From an optimization exercise on the open Yosys and OpenROAD flow, aimed at small area and a short achievable clock period; shortcuts taken in it are not production practice. Power figures rest on the tool's default switching activity, not on a simulated workload.

==> inputs of indigo <==
Design tta16, start of the top module:
module tta16 (
	input		cpu_clk_i,
	input		cpu_rst_i,
	output	reg		wb_cyc_o,
	output	reg	[1:0]	wb_stb_o,
	output	reg		wb_we_o,
	input			wb_ack_i,
	input			wb_rty_i,
	input			wb_err_i,
	output		[2:0]	wb_cti_o,
	output		[1:0]	wb_bte_o,
	output		[22:0]	wb_adr_o,
	output		[1:0]	wb_sel_o,
	output		[15:0]	wb_dat_o,
	input		[1:0]	wb_sel_i,
	input		[15:0]	wb_dat_i,
	output			imem_en_o,
	output	reg	[9:0]	imem_adr_o,
	input		[31:0]	imem_dat_i,
	output	reg	[1:0]	imem_we_o,
	output		[9:0]	imem_wadr_o,
	output	reg	[15:0]	imem_wdat_o
);
==> flow/config.mk <==
export PLATFORM = sky130hd
export DESIGN_NAME = tta16
export DESIGN_NICKNAME = tta16
export VERILOG_FILES = /design/flow/design.v
export SDC_FILE = /design/flow/constraint.sdc
export NUM_CORES = 4
export LEC_CHECK = 0
export ABC_CLOCK_PERIOD_IN_PS = 2000
export CAP_MARGIN = 20
export CORE_MARGIN = 2
export CORE_UTILIZATION = 40
export PLACE_DENSITY = 0.6
export SETUP_SLACK_MARGIN = 4.5
export SLEW_MARGIN = 20
==> flow/constraint.sdc <==
create_clock -name core_clock -period 8.0 [get_ports {cpu_clk_i}]
set_input_delay 1.6000 -clock core_clock [delete_from_list [all_inputs] [get_ports {cpu_clk_i}]]
set_output_delay 1.6000 -clock core_clock [all_outputs]
set_load 0.01 [all_outputs]
standard.sh (not shown) runs the stock make flow with config.mk's settings and CLKGATE_MAP_FILE= SYNTH_SCRIPT=/design/flow/synth_recipe.tcl, a recipe that flattens the netlist after the stock synthesis.
==> flow/flow/run.sh <==
#!/bin/bash
# The standard layout, with faster port buffers (buf_4 in place of the
# delay-buffer cell buffer_ports picks by default), which the resizer may
# then size as usual.
set -euo pipefail
export BUFFER_PORTS_ARGS="-buffer_cell sky130_fd_sc_hd__buf_4"
bash standard.sh > standard.log 2>&1
==> harbor (differences from indigo) <==
==> flow/flow/run.sh (replaced) <==
#!/bin/bash
# The standard layout, with faster port buffers (buf_2 in place of the
# delay-buffer cell buffer_ports picks by default), which the resizer may
# then size as usual.
set -euo pipefail
export BUFFER_PORTS_ARGS="-buffer_cell sky130_fd_sc_hd__buf_2"
bash standard.sh > standard.log 2>&1
Settings changed: ABC_AREA set to 1, ABC_CLOCK_PERIOD_IN_PS 2000 to not set.
==> notes <==
- Between harbor and indigo, the lower global-route usage is in indigo (gap 1.3 points).
- Against indigo, the clock skew of harbor is lower by 7.5 ps.
- Synthesized cell count: harbor is higher than indigo (1.8%).
- Of harbor and indigo, indigo has the higher critical path depth (gap 3).
- Routed wire length: indigo is higher than harbor (3.3%).
- Against harbor, the power of indigo is larger by about 8%.
- Cell count: harbor is higher than indigo (about 3%).
- Between harbor and indigo, the lower worst setup slack is in indigo (gap 110 ps).
No functional check of the RTL was part of any run of this note.


==> fjord: inputs <==
tta16, a different RTL version from the one above (not shown whole).
// tta16
module tta16 (
	input		cpu_clk_i,
	input		cpu_rst_i,
	output	reg		wb_cyc_o,
	output	reg	[1:0]	wb_stb_o,
	output	reg		wb_we_o,
	input			wb_ack_i,
	input			wb_rty_i,
	input			wb_err_i,
	output		[2:0]	wb_cti_o,
	output		[1:0]	wb_bte_o,
	output		[22:0]	wb_adr_o,
	output		[1:0]	wb_sel_o,
	output		[15:0]	wb_dat_o,
	input		[1:0]	wb_sel_i,
	input		[15:0]	wb_dat_i,
	output			imem_en_o,
	output	reg	[9:0]	imem_adr_o,
	input		[31:0]	imem_dat_i,
	output	reg	[1:0]	imem_we_o,
	output		[9:0]	imem_wadr_o,
	output	reg	[15:0]	imem_wdat_o
);
export LEC_CHECK = 0
export ABC_CLOCK_PERIOD_IN_PS = 3500
export CAP_MARGIN = 20
export CORE_MARGIN = 2
export CORE_UTILIZATION = 40
export PLACE_DENSITY = 0.6
export SETUP_SLACK_MARGIN = 4.5
export SLEW_MARGIN = 20
create_clock -name core_clock -period 8.0 [get_ports {cpu_clk_i}]
==> flow/flow/run.sh <==
#!/bin/bash
# The standard layout, with faster port buffers (buf_4 in place of the
# delay-buffer cell buffer_ports picks by default), which the resizer may
# then size as usual.
set -euo pipefail
export BUFFER_PORTS_ARGS="-buffer_cell sky130_fd_sc_hd__buf_4"
bash standard.sh > standard.log 2>&1
==> umber (differences from fjord) <==
==> flow/flow/run.sh (replaced) <==
#!/bin/bash
# The standard layout, with faster port buffers (buf_2 in place of the
# delay-buffer cell buffer_ports picks by default), which the resizer may
# then size as usual.
set -euo pipefail
export BUFFER_PORTS_ARGS="-buffer_cell sky130_fd_sc_hd__buf_2"
bash standard.sh > standard.log 2>&1
CORE_UTILIZATION = 55   (was 40)
PLACE_DENSITY = 0.7   (was 0.6)
==> amber (differences from fjord) <==
ABC_AREA = 1   (was not set)
ABC_CLOCK_PERIOD_IN_PS = not set   (was 3500)
==> results.json <==
{
  "status": "finished clean",
  "pwr-share-seq_pct": 26.1,
  "place_hpwl_mm": 84.5,
  "hold_start": "t_data_a[7]"
}
That was amber.
==> results.json <==
{
  "status": "finished clean",
  "num_vias": 29300,
  "async_flop_share_pct": 0,
  "pwr-share-seq_pct": 23.9,
  "place_hpwl_mm": 82.1,
  "finalHoldViolCount": 0
}
That was fjord.
==> results.json <==
{
  "status": "finished clean",
  "design_area_um2": 40600,
  "hold_start": "t_data_a[15]",
  "place_hpwl_mm": 80.0,
  "path_buf_inv": 2,
  "total_power_mw": 20.3,
  "num_antenna_cells": 1,
  "pwr-share-seq_pct": 24.3,
  "num_rows": 92
}
That was umber.
Function was not checked in any run of this note: the RTL went through the layout flow alone.

[port drivers added, routing unchanged]
The results above use ideal ports. As a check the final layouts listed here were re-extracted and re-timed, cells and wires unchanged. Step 1 sets driving cells, clkbuf_16 on the clock port and buf_2 on the other inputs (assumed; they add their load-dependent delay and slew). Step 2, shift: input delay + t, output delay - t, t = (earliest + latest rising clock arrival at the registers) / 2. This alone moves slack from input paths to output paths. a / b / c = ideal ports / drivers / drivers and shift; a / b = the first two.
run	t (ns)	setup WS [ns]	clock arrival spread, ns
indigo	0.688	4.352 / 4.352 / 3.915	0.035 / 0.035
harbor	0.684	4.461 / 4.498 / 3.817	0.028 / 0.029
fjord	0.704	4.427 / 4.443 / 3.739	0.038 / 0.038
umber	0.720	4.373 / 4.400 / 3.680	0.045 / 0.045
amber	0.671	4.356 / 4.397 / 3.726	0.035 / 0.035
After both steps setup and hold are still met in every run listed. For umber, which loses most, drivers alone change the setup slack by +0.027 ns; drivers and shift together by -0.693 ns.
